What follows belongs to an exercise in optimizing a design on an open flow for small area and a short achievable clock period; a production flow would make more cautious choices. The RTL was checked by simulation tests, not by an equivalence proof against the original design.

## flow/design.v (module list and top-level ports; edited modules follow where they fit)
// module FA: 6 lines
// module Filter: 5566 lines
module Filter(clk, rst, in, out);
  // ...
==> flow/run.sh <==
#!/bin/bash
# synth_recipe.tcl (not shown) runs the flow's synth.tcl, then flattens the netlist and writes it again
# the make line also repeats each setting of config.mk as NAME=value (left out here)
make -C /OpenROAD-flow-scripts/flow DESIGN_CONFIG=/design/flow/config.mk WORK_HOME=/design/flow/orfs CLKGATE_MAP_FILE= SYNTH_SCRIPT=/design/flow/synth_recipe.tcl finish
==> flow/config.mk <==
export PLATFORM = sky130hd
export DESIGN_NAME = Filter
export DESIGN_NICKNAME = Filter
export VERILOG_FILES = /design/flow/design.v
export SDC_FILE = /design/flow/constraint.sdc
export NUM_CORES = 4
export LEC_CHECK = 0
export CAP_MARGIN = 20
export CORE_MARGIN = 2
export CORE_UTILIZATION = 55
export SETUP_SLACK_MARGIN = 5
export SLEW_MARGIN = 20
export SYNTH_HIERARCHICAL = 1
==> flow/constraint.sdc <==
create_clock -name core_clock -period 14.0 [get_ports {clk}]
set_input_delay 2.8000 -clock core_clock [delete_from_list [all_inputs] [get_ports {clk}]]
set_output_delay 2.8000 -clock core_clock [all_outputs]
set_load 0.01 [all_outputs]
==> impl_metrics.yaml, run 1 <==
logic_synthesis:
  yosysMostFrequentCell: "fa_1"
  ys_seq_area_share_pct: 11.14
  synth_top_family_by_area: "adder cells"
  synthDistinctLibCells: 61
drt:
  drt-met1-wl_um: 23030
  top_layer: "met4"
  wl_per_cell_um: 22.54
  postRouteAntennaNets: 0
setup_path:
  critPathLaunch: "v[17]$_DFF_PN0_"
  r2r_slack_ns: 5.22
floorplan:
  taps: 518
  ios: 66
final_layout:
  sh_seq_area_pct: 10.08
  nets: 2745
  num-multi-input-gates: 1562
  buffer_area_share_pct: 4.941
  final-clk-cell-share_pct: 1.238
  multi_input_area_sq_um: 18880
  clkbuf_count: 10
  inverters_excl_clock: 157
worst_hold_path:
  hold_end: "w1[31]$_DFF_PN0_"
  hold_depth: 3
clock_tree:
  clock-sinks: 96
sta:
  setup_viol: 0
  finalClockSkew_ns: 0.01384
grt:
  gr-usage-all-layers_pct: 29.69
  grt_pass1_vias: 16211
  grt_remaining_overflow: 0
outcome:
  status: "complete, no violations"
==> inputs of run 2 (changes only) <==
--- a/flow/design.v
+++ b/flow/design.v
@@ -799,16 +799,17 @@
 	wire n_788;
 	wire n_789;
 	wire n_790;
 	wire n_791;
 	wire n_792;
 	wire n_793;
 	wire n_794;
 	wire [31:0] w;
+	wire [31:0] wn;
 	wire n_795;
 	wire n_796;
 	wire n_797;
 	wire n_798;
 	wire n_799;
 	wire n_800;
 	wire n_801;
 	wire n_802;
@@ -3549,16 +3550,48 @@
 	assign w[24] = n_328 ^ n_777;
 	assign w[25] = n_330 ^ n_779;
 	assign w[26] = n_332 ^ n_781;
 	assign w[27] = n_334 ^ n_783;
 	assign w[28] = n_336 ^ n_785;
 	assign w[29] = n_338 ^ n_787;
 	assign w[30] = n_340 ^ n_789;
 	assign w[31] = n_342 ^ n_791;
+	assign wn[0] = ~(n_280 ^ n_633);
+	assign wn[1] = ~(n_282 ^ n_699);
+	assign wn[2] = ~(n_284 ^ n_701);
+	assign wn[3] = ~(n_286 ^ n_703);
+	assign wn[4] = ~(n_288 ^ n_705);
+	assign wn[5] = ~(n_290 ^ n_707);
+	assign wn[6] = ~(n_292 ^ n_709);
+	assign wn[7] = ~(n_294 ^ n_711);
+	assign wn[8] = ~(n_296 ^ n_713);
+	assign wn[9] = ~(n_298 ^ n_715);
+	assign wn[10] = ~(n_300 ^ n_717);
+	assign wn[11] = ~(n_302 ^ n_719);
+	assign wn[12] = ~(n_304 ^ n_721);
+	assign wn[13] = ~(n_306 ^ n_723);
+	assign wn[14] = ~(n_308 ^ n_725);
+	assign wn[15] = ~(n_310 ^ n_727);
+	assign wn[16] = ~(n_312 ^ n_729);
+	assign wn[17] = ~(n_314 ^ n_763);
+	assign wn[18] = ~(n_316 ^ n_765);
+	assign wn[19] = ~(n_318 ^ n_767);
+	assign wn[20] = ~(n_320 ^ n_769);
+	assign wn[21] = ~(n_322 ^ n_771);
+	assign wn[22] = ~(n_324 ^ n_773);
+	assign wn[23] = ~(n_326 ^ n_775);
+	assign wn[24] = ~(n_328 ^ n_777);
+	assign wn[25] = ~(n_330 ^ n_779);
+	assign wn[26] = ~(n_332 ^ n_781);
+	assign wn[27] = ~(n_334 ^ n_783);
+	assign wn[28] = ~(n_336 ^ n_785);
+	assign wn[29] = ~(n_338 ^ n_787);
+	assign wn[30] = ~(n_340 ^ n_789);
+	assign wn[31] = ~(n_342 ^ n_791);
 	assign n_860 = n_858[0] ^ n_859[0];
 	assign n_861 = n_858[0] & n_859[0];
 	assign n_862 = n_858[1] ^ n_859[1];
 	assign n_863 = n_858[1] & n_859[1];
 	assign n_864 = n_858[2] ^ n_859[2];
 	assign n_865 = n_858[2] & n_859[2];
 	assign n_866 = n_858[3] ^ n_859[3];
 	assign n_867 = n_858[3] & n_859[3];
@@ -5323,85 +5356,85 @@
 	FA u_n_2641 (.a(w1x3[26]), .b(w1x3[22]), .c(w1x3[18]), .s(n_2641), .co(n_2642));
 	assign n_2645 = 1'b1 ^ w1[21] ^ w1x3[31];
 	assign n_2646 = (1'b1 & w1[21]) | (1'b1 & w1x3[31]) | (w1[21] & w1x3[31]);
 	FA u_n_2647 (.a(w1x3[27]), .b(w1x3[23]), .c(w1x3[19]), .s(n_2647), .co(n_2648));
 	assign n_2651 = 1'b1 ^ w1[22] ^ w1x3[32];
 	assign n_2652 = (1'b1 & w1[22]) | (1'b1 & w1x3[32]) | (w1[22] & w1x3[32]);
 	FA u_n_2653 (.a(w1x3[28]), .b(w1x3[24]), .c(w1x3[20]), .s(n_2653), .co(n_2654));
 	FA u_n_2657 (.a(w1[23]), .b(~w1x3[33]), .c(w1x3[29]), .s(n_2657), .co(n_2658));
-	FA u_n_2659 (.a(w1x3[25]), .b(w1x3[21]), .c(~w[22]), .s(n_2659), .co(n_2660));
+	FA u_n_2659 (.a(w1x3[25]), .b(w1x3[21]), .c(wn[22]), .s(n_2659), .co(n_2660));
 	assign n_2661 = 1'b1 ^ w1[24] ^ w1x3[30];
 	assign n_2662 = (1'b1 & w1[24]) | (1'b1 & w1x3[30]) | (w1[24] & w1x3[30]);
 	assign n_2665 = 1'b1 ^ w1[25] ^ w1x3[31];
 	assign n_2666 = (1'b1 & w1[25]) | (1'b1 & w1x3[31]) | (w1[25] & w1x3[31]);
 	assign n_2669 = 1'b1 ^ w1[26] ^ w1x3[32];
 	assign n_2670 = (1'b1 & w1[26]) | (1'b1 & w1x3[32]) | (w1[26] & w1x3[32]);
 	FA u_n_2673 (.a(w1[27]), .b(~w1x3[33]), .c(w1x3[29]), .s(n_2673), .co(n_2674));
 	FA u_n_2685 (.a(~n_2563), .b(w1x3[15]), .c(w1x3[11]), .s(n_2685), .co(n_2686));
 	FA u_n_2689 (.a(n_2564), .b(w1x3[0]), .c(n_2565), .s(n_2689), .co(n_2690));
-	FA u_n_2691 (.a(n_2567), .b(~w[1]), .c(~w[0]), .s(n_2691), .co(n_2692));
+	FA u_n_2691 (.a(n_2567), .b(wn[1]), .c(wn[0]), .s(n_2691), .co(n_2692));
 	FA u_n_2693 (.a(n_2566), .b(n_2568), .c(n_2569), .s(n_2693), .co(n_2694));
-	FA u_n_2695 (.a(n_2571), .b(~w[2]), .c(~w[1]), .s(n_2695), .co(n_2696));
+	FA u_n_2695 (.a(n_2571), .b(wn[2]), .c(wn[1]), .s(n_2695), .co(n_2696));
 	FA u_n_2697 (.a(n_2570), .b(n_2572), .c(n_2573), .s(n_2697), .co(n_2698));
-	FA u_n_2699 (.a(n_2575), .b(~w[3]), .c(~w[2]), .s(n_2699), .co(n_2700));
+	FA u_n_2699 (.a(n_2575), .b(wn[3]), .c(wn[2]), .s(n_2699), .co(n_2700));
 	FA u_n_2701 (.a(n_2574), .b(n_2576), .c(n_2577), .s(n_2701), .co(n_2702));
-	FA u_n_2703 (.a(n_2579), .b(~w[4]), .c(~w[3]), .s(n_2703), .co(n_2704));
+	FA u_n_2703 (.a(n_2579), .b(wn[4]), .c(wn[3]), .s(n_2703), .co(n_2704));
 	FA u_n_2705 (.a(n_2578), .b(n_2580), .c(n_2581), .s(n_2705), .co(n_2706));
-	FA u_n_2707 (.a(n_2583), .b(~w[5]), .c(~w[4]), .s(n_2707), .co(n_2708));
+	FA u_n_2707 (.a(n_2583), .b(wn[5]), .c(wn[4]), .s(n_2707), .co(n_2708));
 	FA u_n_2709 (.a(n_2582), .b(n_2584), .c(n_2585), .s(n_2709), .co(n_2710));
-	FA u_n_2711 (.a(n_2587), .b(~w[6]), .c(~w[5]), .s(n_2711), .co(n_2712));
+	FA u_n_2711 (.a(n_2587), .b(wn[6]), .c(wn[5]), .s(n_2711), .co(n_2712));
 	FA u_n_2713 (.a(n_2586), .b(n_2588), .c(n_2589), .s(n_2713), .co(n_2714));
-	FA u_n_2715 (.a(n_2591), .b(~w[7]), .c(~w[6]), .s(n_2715), .co(n_2716));
+	FA u_n_2715 (.a(n_2591), .b(wn[7]), .c(wn[6]), .s(n_2715), .co(n_2716));
 	FA u_n_2717 (.a(n_2590), .b(n_2592), .c(n_2593), .s(n_2717), .co(n_2718));
-	FA u_n_2719 (.a(n_2595), .b(~w[8]), .c(~w[7]), .s(n_2719), .co(n_2720));
+	FA u_n_2719 (.a(n_2595), .b(wn[8]), .c(wn[7]), .s(n_2719), .co(n_2720));
 	FA u_n_2721 (.a(n_2594), .b(n_2596), .c(n_2597), .s(n_2721), .co(n_2722));
-	FA u_n_2723 (.a(n_2599), .b(~w[9]), .c(~w[8]), .s(n_2723), .co(n_2724));
+	FA u_n_2723 (.a(n_2599), .b(wn[9]), .c(wn[8]), .s(n_2723), .co(n_2724));
 	FA u_n_2725 (.a(n_2598), .b(n_2600), .c(n_2601), .s(n_2725), .co(n_2726));
-	FA u_n_2727 (.a(n_2603), .b(~w[10]), .c(~w[9]), .s(n_2727), .co(n_2728));
+	FA u_n_2727 (.a(n_2603), .b(wn[10]), .c(wn[9]), .s(n_2727), .co(n_2728));
 	FA u_n_2729 (.a(n_2602), .b(n_2604), .c(n_2605), .s(n_2729), .co(n_2730));
-	FA u_n_2731 (.a(n_2607), .b(~w[11]), .c(~w[10]), .s(n_2731), .co(n_2732));
+	FA u_n_2731 (.a(n_2607), .b(wn[11]), .c(wn[10]), .s(n_2731), .co(n_2732));
 	FA u_n_2733 (.a(n_2606), .b(n_2608), .c(n_2609), .s(n_2733), .co(n_2734));
-	FA u_n_2735 (.a(n_2611), .b(~w[12]), .c(~w[11]), .s(n_2735), .co(n_2736));
+	FA u_n_2735 (.a(n_2611), .b(wn[12]), .c(wn[11]), .s(n_2735), .co(n_2736));
 	FA u_n_2737 (.a(n_2610), .b(n_2612), .c(n_2613), .s(n_2737), .co(n_2738));
-	FA u_n_2739 (.a(n_2615), .b(~w[13]), .c(~w[12]), .s(n_2739), .co(n_2740));
+	FA u_n_2739 (.a(n_2615), .b(wn[13]), .c(wn[12]), .s(n_2739), .co(n_2740));
 	FA u_n_2741 (.a(n_2614), .b(n_2616), .c(n_2617), .s(n_2741), .co(n_2742));
-	FA u_n_2743 (.a(n_2619), .b(~w[14]), .c(~w[13]), .s(n_2743), .co(n_2744));
+	FA u_n_2743 (.a(n_2619), .b(wn[14]), .c(wn[13]), .s(n_2743), .co(n_2744));
 	FA u_n_2745 (.a(n_2618), .b(n_2620), .c(n_2621), .s(n_2745), .co(n_2746));
-	FA u_n_2747 (.a(n_2623), .b(~w[15]), .c(~w[14]), .s(n_2747), .co(n_2748));
+	FA u_n_2747 (.a(n_2623), .b(wn[15]), .c(wn[14]), .s(n_2747), .co(n_2748));
 	FA u_n_2749 (.a(n_2622), .b(n_2624), .c(n_2625), .s(n_2749), .co(n_2750));
-	FA u_n_2751 (.a(n_2627), .b(~w[16]), .c(~w[15]), .s(n_2751), .co(n_2752));
+	FA u_n_2751 (.a(n_2627), .b(wn[16]), .c(wn[15]), .s(n_2751), .co(n_2752));
 	FA u_n_2753 (.a(n_2626), .b(n_2628), .c(n_2629), .s(n_2753), .co(n_2754));
-	FA u_n_2755 (.a(n_2631), .b(~w[17]), .c(~w[16]), .s(n_2755), .co(n_2756));
+	FA u_n_2755 (.a(n_2631), .b(wn[17]), .c(wn[16]), .s(n_2755), .co(n_2756));
 	FA u_n_2757 (.a(n_2630), .b(n_2632), .c(n_2633), .s(n_2757), .co(n_2758));
-	FA u_n_2759 (.a(n_2635), .b(~w[17]), .c(~n_2637), .s(n_2759), .co(n_2760));
+	FA u_n_2759 (.a(n_2635), .b(wn[17]), .c(n_2637), .s(n_2759), .co(n_2760));
 	FA u_n_2761 (.a(n_2634), .b(n_2636), .c(n_2639), .s(n_2761), .co(n_2762));
 	FA u_n_2763 (.a(n_2641), .b(n_2638), .c(n_2643), .s(n_2763), .co(n_2764));
 	FA u_n_2765 (.a(n_2640), .b(n_2642), .c(n_2645), .s(n_2765), .co(n_2766));
-	FA u_n_2767 (.a(n_2647), .b(~n_2644), .c(n_2649), .s(n_2767), .co(n_2768));
+	FA u_n_2767 (.a(n_2647), .b(n_2644), .c(n_2649), .s(n_2767), .co(n_2768));
 	FA u_n_2769 (.a(n_2646), .b(n_2648), .c(n_2651), .s(n_2769), .co(n_2770));
-	FA u_n_2771 (.a(n_2653), .b(~n_2650), .c(n_2655), .s(n_2771), .co(n_2772));
+	FA u_n_2771 (.a(n_2653), .b(n_2650), .c(n_2655), .s(n_2771), .co(n_2772));
 	FA u_n_2773 (.a(n_2652), .b(n_2654), .c(n_2657), .s(n_2773), .co(n_2774));
-	FA u_n_2775 (.a(~w[21]), .b(~n_2656), .c(n_2659), .s(n_2775), .co(n_2776));
+	FA u_n_2775 (.a(wn[21]), .b(n_2656), .c(n_2659), .s(n_2775), .co(n_2776));
 	FA u_n_2777 (.a(n_2663), .b(n_2658), .c(n_2661), .s(n_2777), .co(n_2778));
-	FA u_n_2779 (.a(~w[23]), .b(~w[22]), .c(n_2660), .s(n_2779), .co(n_2780));
+	FA u_n_2779 (.a(wn[23]), .b(wn[22]), .c(n_2660), .s(n_2779), .co(n_2780));
 	FA u_n_2781 (.a(n_2664), .b(n_2667), .c(n_2662), .s(n_2781), .co(n_2782));
-	FA u_n_2783 (.a(n_2665), .b(~w[24]), .c(~w[23]), .s(n_2783), .co(n_2784));
+	FA u_n_2783 (.a(n_2665), .b(wn[24]), .c(wn[23]), .s(n_2783), .co(n_2784));
 	FA u_n_2785 (.a(n_2668), .b(n_2671), .c(n_2666), .s(n_2785), .co(n_2786));
-	FA u_n_2787 (.a(n_2669), .b(~w[25]), .c(~w[24]), .s(n_2787), .co(n_2788));
+	FA u_n_2787 (.a(n_2669), .b(wn[25]), .c(wn[24]), .s(n_2787), .co(n_2788));
 	FA u_n_2789 (.a(w1x3[25]), .b(n_2672), .c(n_2670), .s(n_2789), .co(n_2790));
-	FA u_n_2791 (.a(n_2673), .b(~w[26]), .c(~w[25]), .s(n_2791), .co(n_2792));
+	FA u_n_2791 (.a(n_2673), .b(wn[26]), .c(wn[25]), .s(n_2791), .co(n_2792));
 	FA u_n_2793 (.a(~n_2675), .b(w1x3[30]), .c(w1x3[26]), .s(n_2793), .co(n_2794));
-	FA u_n_2795 (.a(n_2674), .b(~w[27]), .c(~w[26]), .s(n_2795), .co(n_2796));
+	FA u_n_2795 (.a(n_2674), .b(wn[27]), .c(wn[26]), .s(n_2795), .co(n_2796));
 	FA u_n_2797 (.a(n_2676), .b(~n_2677), .c(w1x3[31]), .s(n_2797), .co(n_2798));
-	FA u_n_2799 (.a(w1x3[27]), .b(~w[28]), .c(~w[27]), .s(n_2799), .co(n_2800));
+	FA u_n_2799 (.a(w1x3[27]), .b(wn[28]), .c(wn[27]), .s(n_2799), .co(n_2800));
 	FA u_n_2801 (.a(n_2678), .b(~n_2679), .c(w1x3[32]), .s(n_2801), .co(n_2802));
-	FA u_n_2803 (.a(w1x3[28]), .b(~w[29]), .c(~w[28]), .s(n_2803), .co(n_2804));
+	FA u_n_2803 (.a(w1x3[28]), .b(wn[29]), .c(wn[28]), .s(n_2803), .co(n_2804));
 	FA u_n_2805 (.a(n_2680), .b(n_2681), .c(~w1x3[33]), .s(n_2805), .co(n_2806));
-	FA u_n_2807 (.a(w1x3[29]), .b(~w[30]), .c(~w[29]), .s(n_2807), .co(n_2808));
+	FA u_n_2807 (.a(w1x3[29]), .b(wn[30]), .c(wn[29]), .s(n_2807), .co(n_2808));
 	assign n_2809 = 1'b1 ^ ~n_2682 ^ w1x3[30];
 	FA u_n_2813 (.a(w1x3[13]), .b(w1x3[9]), .c(w1x3[5]), .s(n_2813), .co(n_2814));
 	FA u_n_2815 (.a(w1x3[10]), .b(w1x3[6]), .c(w1x3[2]), .s(n_2815), .co(n_2816));
 	FA u_n_2817 (.a(n_2684), .b(n_2687), .c(n_2685), .s(n_2817), .co(n_2818));
 	FA u_n_2819 (.a(n_2688), .b(n_2686), .c(n_2689), .s(n_2819), .co(n_2820));
 	FA u_n_2821 (.a(n_2690), .b(n_2693), .c(n_2692), .s(n_2821), .co(n_2822));
 	FA u_n_2823 (.a(n_2694), .b(n_2697), .c(n_2696), .s(n_2823), .co(n_2824));
 	FA u_n_2825 (.a(n_2698), .b(n_2701), .c(n_2700), .s(n_2825), .co(n_2826));
@@ -5433,17 +5466,17 @@
 	FA u_n_2877 (.a(n_2802), .b(n_2805), .c(n_2804), .s(n_2877), .co(n_2878));
 	FA u_n_2879 (.a(n_2806), .b(n_2809), .c(~n_2810), .s(n_2879), .co(n_2961));
 	FA u_n_2882 (.a(w1x3[9]), .b(w1x3[5]), .c(w1x3[1]), .s(n_2882), .co(n_2883));
 	FA u_n_2884 (.a(w1x3[10]), .b(w1x3[6]), .c(w1x3[2]), .s(n_2884), .co(n_2885));
 	FA u_n_2886 (.a(w1x3[11]), .b(w1x3[7]), .c(w1x3[3]), .s(n_2886), .co(n_2887));
 	FA u_n_2888 (.a(w1x3[4]), .b(w1x3[0]), .c(n_2811), .s(n_2888), .co(n_2889));
 	FA u_n_2890 (.a(w1x3[1]), .b(n_2812), .c(n_2813), .s(n_2890), .co(n_2891));
 	FA u_n_2892 (.a(n_2683), .b(n_2814), .c(n_2815), .s(n_2892), .co(n_2893));
-	FA u_n_2894 (.a(n_2816), .b(n_2817), .c(~w[0]), .s(n_2894), .co(n_2895));
+	FA u_n_2894 (.a(n_2816), .b(n_2817), .c(wn[0]), .s(n_2894), .co(n_2895));
 	FA u_n_2896 (.a(n_2818), .b(n_2819), .c(n_2691), .s(n_2896), .co(n_2897));
 	FA u_n_2898 (.a(n_2820), .b(n_2695), .c(n_2821), .s(n_2898), .co(n_2899));
 	FA u_n_2900 (.a(n_2699), .b(n_2822), .c(n_2823), .s(n_2900), .co(n_2901));
 	FA u_n_2902 (.a(n_2703), .b(n_2824), .c(n_2825), .s(n_2902), .co(n_2903));
 	FA u_n_2904 (.a(n_2707), .b(n_2826), .c(n_2827), .s(n_2904), .co(n_2905));
 	FA u_n_2906 (.a(n_2711), .b(n_2828), .c(n_2829), .s(n_2906), .co(n_2907));
 	FA u_n_2908 (.a(n_2715), .b(n_2830), .c(n_2831), .s(n_2908), .co(n_2909));
 	FA u_n_2910 (.a(n_2719), .b(n_2832), .c(n_2833), .s(n_2910), .co(n_2911));
@@ -5519,24 +5552,24 @@
 	assign n_1741 = xk[27] ^ w[31];
 	assign n_1742 = xk[27] & ~w[31];
 	assign n_1743 = w[4] ^ w[2];
 	assign n_1744 = w[4] & w[2];
 	assign n_1825 = xk[29] ^ w[31];
 	assign n_1826 = xk[29] & ~w[31];
 	assign n_2563 = 1'b0 ^ w1[1];
 	assign n_2564 = ~1'b0 & w1[1];
-	assign n_2637 = w1x3[17] ^ w[18];
-	assign n_2638 = w1x3[17] & ~w[18];
-	assign n_2643 = w[19] ^ w[18];
-	assign n_2644 = w[19] | w[18];
-	assign n_2649 = w[20] ^ w[19];
-	assign n_2650 = w[20] | w[19];
-	assign n_2655 = w[21] ^ w[20];
-	assign n_2656 = w[21] | w[20];
+	assign n_2637 = w1x3[17] ^ wn[18];
+	assign n_2638 = w1x3[17] & wn[18];
+	assign n_2643 = wn[19] ^ wn[18];
+	assign n_2644 = wn[19] & wn[18];
+	assign n_2649 = wn[20] ^ wn[19];
+	assign n_2650 = wn[20] & wn[19];
+	assign n_2655 = wn[21] ^ wn[20];
+	assign n_2656 = wn[21] & wn[20];
 	assign n_2663 = w1x3[26] ^ w1x3[22];
 	assign n_2664 = w1x3[26] & w1x3[22];
 	assign n_2667 = w1x3[27] ^ w1x3[23];
 	assign n_2668 = w1x3[27] & w1x3[23];
 	assign n_2671 = w1x3[28] ^ w1x3[24];
 	assign n_2672 = w1x3[28] & w1x3[24];
 	assign n_2675 = 1'b0 ^ w1[28];
 	assign n_2676 = ~1'b0 & w1[28];
@@ -5545,17 +5578,17 @@
 	assign n_2679 = 1'b0 ^ w1[30];
 	assign n_2680 = ~1'b0 & w1[30];
 	assign n_2681 = 1'b0 ^ w1[31];
 	assign n_2682 = 1'b0 | w1[31];
 	assign n_2683 = w1[0] ^ w1x3[14];
 	assign n_2684 = w1[0] & w1x3[14];
 	assign n_2687 = w1x3[7] ^ w1x3[3];
 	assign n_2688 = w1x3[7] & w1x3[3];
-	assign n_2810 = w[31] ^ w[30];
+	assign n_2810 = wn[31] ^ wn[30];
 	assign n_2811 = w1x3[12] ^ w1x3[8];
 	assign n_2812 = w1x3[12] & w1x3[8];
 	assign n_2880 = w1x3[8] ^ w1x3[4];
 	assign n_2881 = w1x3[8] & w1x3[4];
 	assign n_246 = {n_245, n_243, n_241, n_239, n_237, n_234, n_232, n_230, n_228, n_226, n_224, n_222, n_220, n_218, n_216, n_214, n_212, n_210, n_208, n_206, n_204, n_202, n_200, n_198, n_196, n_194, n_192, n_190, n_188, n_186, n_184, n_182, n_180, n_178, n_176, n_174, ~n_172, ~v[0], v[9], v[8], v[7], v[6], v[5], v[4], v[3], v[2], v[1], v[0]};
 	assign n_247 = {n_244, n_242, n_240, n_238, n_236, n_235, n_233, n_231, n_229, n_227, n_225, n_223, n_221, n_219, n_217, n_215, n_213, n_211, n_209, n_207, n_205, n_203, n_201, n_199, n_197, n_195, n_193, n_191, n_189, n_187, n_185, n_183, n_181, n_179, n_177, n_175, n_173, n_171, ~v[3], ~v[2], ~v[1], ~v[0], 1'b1, 1'b1, 1'b1, 1'b1, 1'b1, 1'b1};
 	assign n_858 = {n_856, n_854, n_852, n_850, n_848, n_846, n_844, n_842, n_840, n_838, n_836, n_834, n_832, n_830, n_828, n_826, n_824, n_822, n_820, n_818, n_816, n_814, n_812, n_810, n_808, n_806, n_804, n_802, n_800, n_798, n_796, n_183, n_180, n_178, n_176, n_174, ~n_172, ~v[0], v[9], v[8], v[7], v[6], v[5], v[4], v[3], v[2], v[1], v[0]};
 	assign n_859 = {n_857, n_855, n_853, n_851, n_849, n_847, n_845, n_843, n_841, n_839, n_837, n_835, n_833, n_831, n_829, n_827, n_825, n_823, n_821, n_819, n_817, n_815, n_813, n_811, n_809, n_807, n_805, n_803, n_801, n_799, n_797, n_795, n_181, n_179, n_177, n_175, n_173, n_171, ~v[3], ~v[2], ~v[1], ~v[0], 1'b1, 1'b1, 1'b1, 1'b1, 1'b1, 1'b1};
==> flow/flow/run.sh (new file) <==
#!/bin/bash
set -euo pipefail
bash standard.sh "BUFFER_PORTS_ARGS=-buffer_cell sky130_fd_sc_hd__buf_2" RECOVER_POWER=60 finish > standard_flow.log 2>&1
==> flow/standard.sh (new file) <==
#!/bin/bash
# synth_recipe.tcl (not shown) runs the flow's synth.tcl, then flattens the netlist and writes it again
# the make line also repeats each setting of config.mk as NAME=value (left out here)
make -C /OpenROAD-flow-scripts/flow DESIGN_CONFIG=/design/flow/config.mk WORK_HOME=/design/flow/orfs CLKGATE_MAP_FILE= SYNTH_SCRIPT=/design/flow/synth_recipe.tcl "${@:-finish}"
==> flow/config.mk (replaced) <==
export PLATFORM = sky130hd
export DESIGN_NAME = Filter
export DESIGN_NICKNAME = Filter
export VERILOG_FILES = /design/flow/design.v
export SDC_FILE = /design/flow/constraint.sdc
export NUM_CORES = 4
export LEC_CHECK = 0
export CAP_MARGIN = 20
export CORE_MARGIN = 2
export CORE_UTILIZATION = 40
export SETUP_SLACK_MARGIN = 5
export SLEW_MARGIN = 20
export SYNTH_HIERARCHICAL = 1
removed: flow/run.sh
==> run 2 against run 1 <==
Effect of this change: sequential share of layout area increased by 0.24 points; utilization down 17 points; routed wire length shrank 3.2%; now fails the layout checks on max-capacitance violations, max-slew violations; largest cell class unchanged; highest routed layer unchanged.
==> impl_metrics.yaml, run 2 <==
outcome:
  status: "finished with violations"
  check.faults: "max-capacitance violations, max-slew violations"
clock_tree:
  holdBufCountCts: 0
  insertion_delay_ns: 0.39
  clock-sinks: 96
  cts_tree: "yes"
  cts-root-buf: "clkbuf_16"
  cts_buffer_depth: 2
  cts_max_level: 3
  path_clk_slew_ns: 0.08
  cts_buffers: 9
final_layout:
  final_cell_mix: "520 x fa_1, 221 x ha_1, 145 x inv_1"
  stdcell_count: 2582
  drive_gt1_share_pct: 12.52
  reg_top3: "S x32, v x32, w1 x32"
  nets: 2674
  layout_commonest_cell: "fa_1"
  area_growth_pct: 11.17
sta:
  finalMaxSlewViolations: 131
  finalClockSkew_ns: 0.01045
  layout_min_cycle_time_ns: 9.750
  setup_tns_ns: 0
  setup_viol: 0
  slew_headroom_pct: -114.6
  hold_violations: 0
  fmax_mhz: 102.6
  fin_crit_sh_pct: 69.65
  rsz0062_at_grt: "yes"
  worstMarginPinSlew_ns: 3.219
  holdWs_ns: 1.322
floorplan:
  core_sq_um: 52340
  rows: 84
  initial_core_util_pct: 40.36
  die_area_sq_um: 54660
  die_h_um: 233.8
  ios: 66
  fp.dieW_um: 233.8
setup_path:
  r2r_start: "v[13]$_DFF_PN0_"
  path_depth: 32
  cp_slowest_cell: "clkbuf_1"
  worstRegToRegCells: 32
  crit_fanout: 9
  critPathLaunch: "v[13]$_DFF_PN0_"
  worstPathRequired_ns: 14.28
  arrival_ns: 10.03
  worstSetupEndpointType: "flop"
  cp-start-kind: "flop"
  crit_family: "adder cells"
  cpPeakStageDelay_ns: 0.72
  crit_top_cell: "fa_1"
  critPathKind: "reg2reg"
  path_buf_inv: 3
place:
  io_buffers: 65
  gp_congestion: 0.8764
  dp_hpwl_um: 47370
  dpl.cell_count: 2519
logic_synthesis:
  synth_commonest_cells: "523 x fa_1, 229 x ha_1, 162 x inv_1, 106 x a21oi_1, 97 x xnor2_1"
  ys_warn_count: 7
  synth_nets: 2521
  synth_seq_cells: 96
  netlist_area_sq_um: 21120
  netlist.area_leader.share_pct: 49.57
  synth_edf_count: 0
  yosysMostFrequentCell: "fa_1"
  avgSynthCellArea_sq_um: 12.17
  ys_seq_area_share_pct: 11.37
  yosys_most_used_dff: "dfrtp_1"
  synthArstFlopShare_pct: 100.0
  ys_top_cells_by_area: "fa_1 50%, ha_1 14%, dfrtp_1 11%"
  syn_inst: 1735
  synthDistinctLibCells: 66
  synth_top_area_cell: "fa_1"
drt:
  wl_um: 54170
  postRouteAntennaNets: 0
  wl_per_cell_um: 20.98
  first_pass_iters: 5
  drt-initial-drc-count: 713
  drc_errors: 0
  via_count: 13795
  drt-vias-per-instance: 5.343
grt:
  grt_pass1_wl_um: 86030
  grt_pass1_vias: 15474
  grt_remaining_overflow: 0
  antenna_found_initial: 0
  grt_max_degree: 51
  gr-usage-all-layers_pct: 21.26
worst_hold_path:
  min-delay-start: "v[29]$_DFF_PN0_"
  hold_depth: 5
  min_path_type: "reg2reg"
job:
  drv_cap: 5
-- run 2: cell types whose count changed after synthesis, sizes merged, moves of 7 or more --
cell,change
xor2,-13
nand2,-21
a21oi,-9
o21ai,-29
clkbuf,-7
nor2,+7
-- run 2: cells by family (layout without fill, tap and decap cells) --
family	Yosys count	in the layout	share of synthesized area [%]
xor+xnor	139	139	5.799
flops	96	96	11.37
mux	1	1	0.04739
buf+inv	162	320	2.879
compound gates	334	334	10.74
simple gates	251	251	6.030
other cells	0	1	0
fa+ha+maj	752	752	63.13
-- run 2: repair_timing --
item | 4_1_cts | 5_1_grt
buffers inserted | 7 | 38
resized for setup | 28 | 65
pin swaps | 2 | 17
cloned | 0 | 1
setup endpoints to repair | 17 | 35
-- run 2: path summary, 6_finish.rpt --
check / to / slack (ns)
min in group asynchronous: w1[1]$_DFF_PN0_ / 3.47
setup / recovery: v[25]$_DFF_PN0_ / 4.25
hold / removal: w1[31]$_DFF_PN0_ / 1.32
hold reg to reg: w1[31]$_DFF_PN0_ / 1.32
setup reg to reg: v[25]$_DFF_PN0_ / 4.25
max in group asynchronous: v[22]$_DFF_PN0_ / 6.43
-- run 2: through the flow --
step	cell area [sq um]	utilization (%)	setup slack [ns]
CTS	23060	44.07	4.962
finish	23480	44.86	4.250
global placement	22620	43.22	4.541
detailed placement	22620	43.22	4.488
floorplan	21120	-	5.228
global route	23480	44.86	3.785
-- run 2: tightest hold or removal path: cells and delay by family, from the launching register on --
| family | cells | cell delay (ns) |
|---|---|---|
| buf+inv | 2 | 0.23 |
| xor+xnor | 2 | 0.24 |
| fa+ha+maj | 1 | 0.28 |
| flops | 1 | 0.53 |
-- run 2: layout make-up --
| cell class | instances | area [sq um] |
|---|---|---|
| fillers | 4859 | 28860 |
| repair buffers | 142 | 840.8 |
| clock buffers | 10 | 239.0 |
| clock inverters | 6 | 68.82 |
| multi-input cells | 1477 | 18400 |
| inverters | 162 | 644.4 |
| flip-flops and latches | 96 | 2424 |
| well taps | 688 | 860.8 |
| diodes | 1 | 2.502 |
-- run 2: layer usage --
metal | routed length, um | global-route usage [%]
met2 | 27940 | 37.55
met4 | 1395 | 5.498
met1 | 22690 | 27.19
met3 | 2145 | 3.441
met5 | 0 | 0
-- run 2: modules after synthesis (local to each module, per instance) --
module	area [sq um]	flip-flops and latches
Filter	10950	96
FA	20.02	0
==> inputs of run 3 (changes only) <==
==> flow/run.sh (new file) <==
#!/bin/bash
# synth_recipe.tcl (not shown) runs the flow's synth.tcl, then flattens the netlist and writes it again
# the make line also repeats each setting of config.mk as NAME=value (left out here)
make -C /OpenROAD-flow-scripts/flow DESIGN_CONFIG=/design/flow/config.mk WORK_HOME=/design/flow/orfs CLKGATE_MAP_FILE= SYNTH_SCRIPT=/design/flow/synth_recipe.tcl finish
removed: flow/flow/run.sh
removed: flow/standard.sh
==> run 3 against run 2 <==
Effect of this change: the run now finishes clean; worst hold slack got worse by 0.063 ns; critical path depth fell by 16; synthesized cell count did not move; critical path type is now reg2out.
==> impl_metrics.yaml, run 3 <==
worst_hold_path:
  hold_depth: 5
  min_path_type: "reg2reg"
  min-delay-start: "v[29]$_DFF_PN0_"
  hold_end: "w1[31]$_DFF_PN0_"
logic_synthesis:
  synthArstFlopShare_pct: 100.0
  synth_commonest_cells: "523 x fa_1, 229 x ha_1, 162 x inv_1, 106 x a21oi_1, 97 x xnor2_1"
  synth_nets: 2521
  netlist.area_leader.share_pct: 49.57
  netlist_area_sq_um: 21120
  yosysMostFrequentCell: "fa_1"
  avgSynthCellArea_sq_um: 12.17
  ys_top_cells_by_area: "fa_1 50%, ha_1 14%, dfrtp_1 11%"
  ys_warn_count: 7
  synth_edf_count: 0
  syn_inst: 1735
  synth_top_area_cell: "fa_1"
  synth_seq_cells: 96
  synthDistinctLibCells: 66
  yosys_most_used_dff: "dfrtp_1"
  ys_seq_area_share_pct: 11.37
drt:
  drc_errors: 0
  postRouteAntennaNets: 0
  drt-vias-per-instance: 5.339
  wl_um: 54520
  wl_per_cell_um: 21.07
  first_pass_iters: 5
  via_count: 13818
  drt-initial-drc-count: 598
sta:
  rsz0062_at_grt: "no"
  fin_crit_sh_pct: 62.63
  layout_min_cycle_time_ns: 8.768
  setup_viol: 0
  worstMarginPinSlew_ns: 1.069
  holdWs_ns: 1.260
  finalMaxSlewViolations: 0
  finalClockSkew_ns: 0.01332
  setup_tns_ns: 0
  slew_headroom_pct: 28.23
  hold_violations: 0
  fmax_mhz: 114.1
place:
  gp_congestion: 0.9041
  io_buffers: 65
  dp_hpwl_um: 47670
  dpl.cell_count: 2519
setup_path:
  timing.rr.end: "v[25]$_DFF_PN0_"
  worstPathRequired_ns: 11.20
  worstSetupEndpointType: "primary output"
  critPathKind: "reg2out"
  cp-start-kind: "flop"
  r2r_start: "v[13]$_DFF_PN0_"
  worstRegToRegCells: 34
  crit_fanout: 6
  r2r_slack_ns: 5.24
  arrival_ns: 5.97
final_layout:
  reg_top3: "S x32, v x32, w1 x32"
  drive_gt1_share_pct: 11.74
  antenna_cells: 0
  final_util_pct: 46.05
  final_cell_mix: "517 x fa_1, 216 x ha_1, 145 x inv_1"
  area_growth_pct: 14.11
  nets: 2682
  stdcell_count: 2588
  fillers: 4805
  layout_commonest_cell: "fa_1"
clock_tree:
  cts-root-buf: "clkbuf_16"
  cts_tree: "yes"
  clock-sinks: 96
  path_clk_slew_ns: 0.08
  cts_buffers: 9
  cts_buffer_depth: 2
  holdBufCountCts: 0
  insertion_delay_ns: 0.40
  cts_max_level: 3
floorplan:
  die_h_um: 233.8
  die_area_sq_um: 54660
  rows: 84
  fp.dieW_um: 233.8
  initial_core_util_pct: 40.36
  core_sq_um: 52340
  ios: 66
grt:
  grt_pass1_vias: 15682
  grt_pass1_wl_um: 86210
  grt_remaining_overflow: 0
  grt_max_degree: 74
  antenna_found_initial: 0
  gr-usage-all-layers_pct: 21.29
job:
  drv_cap: 0
outcome:
  status: "complete, no violations"
-- run 3: critical path, cell delays in order (launching register included) --
cell	delay, ns
dfrtp_1	0.39
clkinvlp_4	0.20
fa_2	0.58
fa_1	0.42
fa_2	0.60
fa_1	0.43
ha_1	0.34
nand4_1	0.12
or4_4	0.46
a21oi_4	0.26
a31o_4	0.24
a31o_2	0.21
a21oi_2	0.08
a311oi_2	0.36
a21oi_1	0.14
xnor2_1	0.15
clkdlybuf4s50_1	0.56
-- run 3: kinds of logic after synthesis --
group                    Yosys count  share of synthesized area (%)
AO/OA/AOI/OAI                    334                          10.74
XOR/XNOR                         139                          5.799
adder cells (fa/ha/maj)          752                          63.13
buffers and inverters            162                          2.879
flip-flops                        96                          11.37
multiplexers                       1                        0.04739
AND/OR/NAND/NOR                  251                          6.030
-- run 3: layer usage --
metal	track usage, %	vias up	share of wire [%]
li1	-	6169	-
met1	26.79	7334	42
met2	37.95	253	51
met3	3.028	62	3.6
met4	6.487	0	3.2
met5	0	-	0
-- run 3: stage by stage --
stage               area [sq um]  setup WS [ns]
finish                     24100          5.232
floorplan                  21120          5.228
detailed placement         22940          4.384
CTS                        23400          4.897
global route               24100          4.961
global placement           22940          4.577
-- run 3: worst max path at each step --
| stage | slack [ns] | depth (start not counted) | to | start |
|---|---|---|---|---|
| after detailed placement | 4.38 | 32 | v[25]$_DFF_PN0_ | v[14]$_DFF_PN0_ |
| after global routing | 4.96 | 34 | v[25]$_DFF_PN0_ | v[3]$_DFF_PN0_ |
| after floorplan | 5.23 | 32 | v[25]$_DFF_PN0_ | v[19]$_DFF_PN0_ |
| after global placement | 4.58 | 32 | v[25]$_DFF_PN0_ | v[14]$_DFF_PN0_ |
| final | 5.23 | 16 | out[30] | v[13]$_DFF_PN0_ |
| after CTS | 4.90 | 33 | v[25]$_DFF_PN0_ | v[12]$_DFF_PN0_ |
-- run 3: cell type report --
| class | count | area (sq um) | area share, % |
|---|---|---|---|
| Clock buffer | 9 | 225.2 | 0.9344 |
| Timing Repair Buffer | 150 | 1305 | 5.414 |
| Clock inverter | 6 | 85.08 | 0.3530 |
| Multi-Input combinational cell | 1477 | 18560 | 77.00 |
| Tap cell | 688 | 860.8 | 3.571 |
| Sequential cell | 96 | 2424 | 10.06 |
| Inverter | 162 | 644.4 | 2.673 |
-- run 3: Yosys stat by module, one instance, submodules excluded --
module  area (sq um)  times used
FA             20.02         508
Filter         10950           1
-- run 3: repair_timing --
action | CTS | global route
buffers inserted | 8 | 45
gates cloned | 0 | 1
gates resized for setup | 23 | 85
pin swaps | 3 | 17
setup endpoints to repair | 24 | 42
==> inputs of run 4 (changes only) <==
==> flow/flow/run.sh (new file) <==
#!/bin/bash
set -euo pipefail
bash standard.sh "BUFFER_PORTS_ARGS=-buffer_cell sky130_fd_sc_hd__buf_2" RECOVER_POWER=20 finish > standard_flow.log 2>&1
==> flow/standard.sh (new file) <==
#!/bin/bash
# synth_recipe.tcl (not shown) runs the flow's synth.tcl, then flattens the netlist and writes it again
# the make line also repeats each setting of config.mk as NAME=value (left out here)
make -C /OpenROAD-flow-scripts/flow DESIGN_CONFIG=/design/flow/config.mk WORK_HOME=/design/flow/orfs CLKGATE_MAP_FILE= SYNTH_SCRIPT=/design/flow/synth_recipe.tcl "${@:-finish}"
removed: flow/run.sh
==> run 4 against run 3 <==
Effect of this change: the layout now fails its checks (max-capacitance violations, max-slew violations); critical endpoint is now v[25]$_DFF_PN0_; die area unchanged; utilization down 0.89 points; first-iteration DRC count up 19%; global-route usage about the same; routed wire length down 0.64%.
==> impl_metrics.yaml, run 4 <==
outcome:
  status: "finished with violations"
  check.faults: "max-capacitance violations, max-slew violations"
sta:
  hold_violations: 0
  rsz0062_at_grt: "yes"
  holdWs_ns: 1.343
  setup_tns_ns: 0
  finalMaxSlewViolations: 48
  setup_viol: 0
  layout_min_cycle_time_ns: 8.791
  fin_ws_ns: 5.209
  finalClockSkew_ns: 0.009807
  fin_crit_sh_pct: 62.79
  fmax_mhz: 113.7
  slew_headroom_pct: -115.3
  worstMarginPinSlew_ns: 3.229
setup_path:
  crit_fanout: 6
  cp-start-kind: "flop"
  arrival_ns: 9.07
  cpPeakStageDelay_ns: 0.60
  worstPathRequired_ns: 14.28
  worstSetupEndpointType: "flop"
  cp_slowest_cell: "fa_1"
  crit_top_cell: "fa_1"
  r2r_slack_ns: 5.21
  critPathKind: "reg2reg"
drt:
  postRouteAntennaNets: 0
  wl_um: 54180
  drt-initial-drc-count: 710
  drt-vias-per-instance: 5.331
  first_pass_iters: 5
  via_count: 13760
  drc_errors: 0
  wl_per_cell_um: 20.99
grt:
  met2_usage_pct: 37.55
  grt_remaining_overflow: 0
  antenna_found_initial: 0
  grt_max_degree: 51
  grt_use_met1_pct: 27.19
  grt_pass1_wl_um: 86030
  met3_usage_pct: 3.441
  grt_pass1_vias: 15474
  gr-usage-all-layers_pct: 21.26
  grt.busiest_layer: "met2"
clock_tree:
  cts_buffer_depth: 2
  insertion_delay_ns: 0.39
  path_clk_slew_ns: 0.08
  cts_buffers: 9
  clock-sinks: 96
  holdBufCountCts: 0
  cts_tree: "yes"
  cts_max_level: 3
  cts-root-buf: "clkbuf_16"
logic_synthesis:
  synthDistinctLibCells: 66
  ys_seq_area_share_pct: 11.37
  netlist.area_leader.share_pct: 49.57
  ys_warn_count: 7
  netlist_area_sq_um: 21120
  yosysMostFrequentCell: "fa_1"
  syn_inst: 1735
  synth_commonest_cells: "523 x fa_1, 229 x ha_1, 162 x inv_1, 106 x a21oi_1, 97 x xnor2_1"
  yosys_most_used_dff: "dfrtp_1"
  synth_edf_count: 0
  synthArstFlopShare_pct: 100.0
  avgSynthCellArea_sq_um: 12.17
  ys_top_cells_by_area: "fa_1 50%, ha_1 14%, dfrtp_1 11%"
  synth_nets: 2521
  synth_top_area_cell: "fa_1"
  synth_seq_cells: 96
floorplan:
  die_area_sq_um: 54660
  initial_core_util_pct: 40.36
  core_sq_um: 52340
  fp.dieW_um: 233.8
  die_h_um: 233.8
  ios: 66
  rows: 84
final_layout:
  fillers: 4808
  antenna_cells: 0
  drive_gt1_share_pct: 14.37
  nets: 2674
  final_cell_mix: "520 x fa_1, 221 x ha_1, 145 x inv_1"
  layout_commonest_cell: "fa_1"
  reg_top3: "S x32, v x32, w1 x32"
  final_util_pct: 45.16
  area_growth_pct: 11.90
job:
  drv_cap: 1
worst_hold_path:
  min_path_type: "reg2reg"
place:
  io_buffers: 65
  preCtsSetupSlack_ns: 4.488
  gp_congestion: 0.8764
  dp_hpwl_um: 47370
run 4: cell types whose count changed in the layout (fill, tap and decap cells not counted), moves of 5 or more:
cell             previous run  this run
buf_2                       1        65
ha_4                       11         6
clkdlybuf4s50_1            63         0
buf_4                      80        70
ha_1                      216       221
run 4: metal layers:
layer | wire [um] | share of wire (%)
met3 | 2020 | 3.7
met2 | 27850 | 51
met1 | 22890 | 42
met4 | 1417 | 2.6
met5 | 0 | 0
run 4: worst max-delay path, delay by kind of cell (launching register included):
kind / cells / cell delay [ns]
AO/OA/AOI/OAI: 16 / 2.96
XOR/XNOR: 1 / 0.19
adder cells (fa/ha/maj): 9 / 4.16
buffers and inverters: 1 / 0.17
flip-flops: 1 / 0.48
AND/OR/NAND/NOR: 5 / 0.72
run 4: final timing paths:
path	start	end	cells past startpoint
min	v[30]$_DFF_PN0_	w1[31]$_DFF_PN0_	5
min reg2reg	v[30]$_DFF_PN0_	w1[31]$_DFF_PN0_	5
max reg2reg	v[20]$_DFF_PN0_	v[25]$_DFF_PN0_	32
max in group asynchronous	rst	v[6]$_DFF_PN0_	1
min in group asynchronous	rst	w1[1]$_DFF_PN0_	1
max	v[20]$_DFF_PN0_	v[25]$_DFF_PN0_	32
run 4: timing repair:
action                                  in CTS  in global routing
endpoints found under the setup margin      17                 35
pin swaps                                    2                 17
cloned                                       0                  1
gates resized for setup                     28                 65
setup buffers                                7                 38
run 4: kinds of logic (layout without fill, tap and decap cells):
| group | count (synthesis) | count (layout) | share of synthesized area, % |
|---|---|---|---|
| buffers and inverters | 162 | 320 | 2.879 |
| DFF | 96 | 96 | 11.37 |
| adders and majority gates | 752 | 752 | 63.13 |
| AOI/OAI and AO/OA | 334 | 334 | 10.74 |
| and+or+nand+nor | 251 | 251 | 6.030 |
| xor gates and xnor gates | 139 | 139 | 5.799 |
| muxes | 1 | 1 | 0.04739 |
run 4: modules after synthesis (local to each module, per instance):
module	cells	area (sq um)	flops+latches
FA	1	20.02	0
Filter	1227	10950	96
run 4: metrics by stage:
stage                     cell area, sq um  instances
final                                23640       2581
after global routing                 23640       2581
after CTS                            23060       2542
after detailed placement             22620       2519
after global placement               22620       2519
after floorplan                      21120       1735
run 4: area by class of cell:
type	count	area [sq um]	area share [%]
clock buffer	10	239.0	1.011
clock inverter	6	68.82	0.2911
inverter	162	646.9	2.737
multi-input combinational	1477	18470	78.13
sequential	96	2424	10.25
tap	688	860.8	3.642
timing repair buffer	142	930.9	3.938
==> inputs of run 5 (changes only) <==
==> flow/flow/run.sh (replaced) <==
#!/bin/bash
# The standard layout (the standard.sh), with the port buffers that every
# input and output gets made from buf_2 cells instead of the flow's own pick.
set -euo pipefail
bash standard.sh "BUFFER_PORTS_ARGS=-buffer_cell sky130_fd_sc_hd__buf_2" finish > standard_flow.log 2>&1
==> run 5 against run 4 <==
Effect of this change: the run now finishes clean; setup slack better by 0.0011 ns; via count hardly changed; routed wire length hardly changed.
==> impl_metrics.yaml, run 5 <==
place:
  gp_congestion: 0.8764
  io_buffers: 65
  dp_hpwl_um: 47370
  dpl_cell_area_sq_um: 22620
clock_tree:
  holdBufCountCts: 0
  cts_tree: "yes"
  cts-root-buf: "clkbuf_16"
  path_clk_slew_ns: 0.08
  cts_max_level: 3
  cts_buffer_depth: 2
  clock-sinks: 96
  cts_buffers: 9
  insertion_delay_ns: 0.39
drt:
  top_layer: "met4"
  met2WireLength_um: 27830
  first_pass_iters: 5
  wl_per_cell_um: 20.99
  postRouteAntennaNets: 0
  drt-vias-per-instance: 5.333
  via_count: 13765
  drt-met1-wl_um: 22880
  wl_um: 54180
  drc_errors: 0
  drt-initial-drc-count: 682
  route.met3.wl_um: 2059
sta:
  rsz0062_at_grt: "yes"
  fmax_mhz: 113.8
  finalClockSkew_ns: 0.009953
  finalMaxSlewViolations: 0
  layout_min_cycle_time_ns: 8.790
  slew_headroom_pct: 25.23
  worstMarginPinSlew_ns: 1.114
  setup_tns_ns: 0
  hold_violations: 0
  setup_viol: 0
  holdWs_ns: 1.343
  fin_crit_sh_pct: 62.79
setup_path:
  crit_family: "adder cells"
  critPathKind: "reg2reg"
  worstSetupEndpointType: "flop"
  cp-start-kind: "flop"
  r2r_slack_ns: 5.21
  worstPathRequired_ns: 14.28
  cp_slowest_cell: "fa_1"
  crit_fanout: 6
  path_buf_inv: 1
  crit_top_cell: "fa_1"
  arrival_ns: 9.07
  cpPeakStageDelay_ns: 0.60
grt:
  grt_max_degree: 51
  grt_pass1_vias: 15474
  antenna_found_initial: 0
  grt_pass1_wl_um: 86030
  gr-usage-all-layers_pct: 21.26
  grt_remaining_overflow: 0
logic_synthesis:
  ys_top_cells_by_area: "fa_1 50%, ha_1 14%, dfrtp_1 11%"
  ys_warn_count: 7
  yosysMostFrequentCell: "fa_1"
  netlist.area_leader.share_pct: 49.57
  synth_top_area_cell: "fa_1"
  synth_nets: 2521
  yosys_most_used_dff: "dfrtp_1"
  synthArstFlopShare_pct: 100.0
  netlist_area_sq_um: 21120
  syn_inst: 1735
  synth_seq_cells: 96
  synth_edf_count: 0
  avgSynthCellArea_sq_um: 12.17
  ys_seq_area_share_pct: 11.37
  synthDistinctLibCells: 66
  synth_commonest_cells: "523 x fa_1, 229 x ha_1, 162 x inv_1, 106 x a21oi_1, 97 x xnor2_1"
floorplan:
  initial_core_util_pct: 40.36
  die_area_sq_um: 54660
  die_h_um: 233.8
  ios: 66
  rows: 84
  core_sq_um: 52340
  fp.dieW_um: 233.8
final_layout:
  reg_top3: "S x32, v x32, w1 x32"
  nets: 2674
  area_growth_pct: 11.92
  stdcell_area_sq_um: 23640
  antenna_cells: 0
  drive_gt1_share_pct: 14.42
  final_cell_mix: "520 x fa_1, 221 x ha_1, 145 x inv_1"
  layout_commonest_cell: "fa_1"
outcome:
  status: "complete, no violations"
worst_hold_path:
  min_path_type: "reg2reg"
job:
  drv_cap: 0
==> run 5: cell counts after synthesis <==
Identical to the previous run, type by type.
==> run 5: logic make-up (layout without fill, tap and decap cells) <==
| group | count (synthesis) | count (layout) | share of synthesized area [%] |
|---|---|---|---|
| mux | 1 | 1 | 0.04739 |
| simple gates | 251 | 251 | 6.030 |
| fa+ha+maj | 752 | 752 | 63.13 |
| xor+xnor | 139 | 139 | 5.799 |
| flops | 96 | 96 | 11.37 |
| buf+inv | 162 | 320 | 2.879 |
| compound gates | 334 | 334 | 10.74 |
==> run 5: metrics by stage <==
stage	util, %	setup slack [ns]	std cells
after floorplan	-	5.228	1735
after global placement	43.22	4.541	2519
after detailed placement	43.22	4.488	2519
after CTS	44.07	4.962	2542
after global routing	45.17	4.940	2581
final	45.17	5.210	2581
==> run 5: path summary, 6_finish.rpt <==
| check | endpoint | cells after the start | start |
|---|---|---|---|
| max in group asynchronous | v[22]$_DFF_PN0_ | 2 | rst |
| max reg2reg | v[25]$_DFF_PN0_ | 32 | v[20]$_DFF_PN0_ |
| min reg2reg | w1[31]$_DFF_PN0_ | 5 | v[30]$_DFF_PN0_ |
| min in group asynchronous | w1[1]$_DFF_PN0_ | 1 | rst |
| min | w1[31]$_DFF_PN0_ | 5 | v[30]$_DFF_PN0_ |
| max | v[25]$_DFF_PN0_ | 32 | v[20]$_DFF_PN0_ |
==> run 5: timing repair <==
item / 4_1_cts / 5_1_grt
setup endpoints to repair: 17 / 35
pin swaps: 2 / 17
buffers inserted: 7 / 38
resized for setup: 28 / 65
cloned: 0 / 1
==> run 5: final cells by class <==
cell class              count  area (sq um)
flip-flops and latches     96          2424
clock buffers              10         239.0
well taps                 688         860.8
clock inverters             6         68.82
repair buffers            142         934.6
inverters                 162         646.9
multi-input cells        1477         18470
fillers                  4806         28700
==> run 5: modules after synthesis (local to each module, per instance) <==
module / flip-flops and latches / copies in the design / cells inside / area (sq um)
FA: 0 / 508 / 1 / 20.02
Filter: 96 / 1 / 1227 / 10950
==> run 5: per-layer routing <==
layer	track usage (%)	vias to the layer above
met5	0	-
met4	5.498	0
met3	3.441	58
met2	37.55	240
met1	27.19	7290
li1	-	6177
==> run 5: worst reg2reg max path, delay by kind of cell (launching register included) <==
family          cells  cell delay, ns
xor+xnor            1            0.19
flops               1            0.48
buf+inv             1            0.17
simple gates        5            0.72
fa+ha+maj           9            4.17
compound gates     16            2.97

## what the ideal ports hide
No port has a modelled driver above. Below, the same layouts with a new extraction and two added sets of constraints. Step 1 assumes that a clkbuf_16 drives the clock port and a buf_2 every other input. Step 2 adds t to the input delays and takes it off the output delays; t is the mean of the earliest and latest rising clock arrival at the registers after step 1. Input paths then give back, and output paths get back, about the clock's delay inside the block. Three values: ideal, step 1, step 2; two values: the first two.
run	t, ns	slack for setup (ns)	pins driven straight from the clock port
run 1	0.431	5.222 / 5.222 / 5.222	1
run 2	0.436	4.250 / 4.250 / 4.250	1
run 3	0.448	5.232 / 5.177 / 5.238	1
run 4	0.436	5.209 / 5.209 / 5.209	1
run 5	0.437	5.210 / 5.210 / 5.210	1
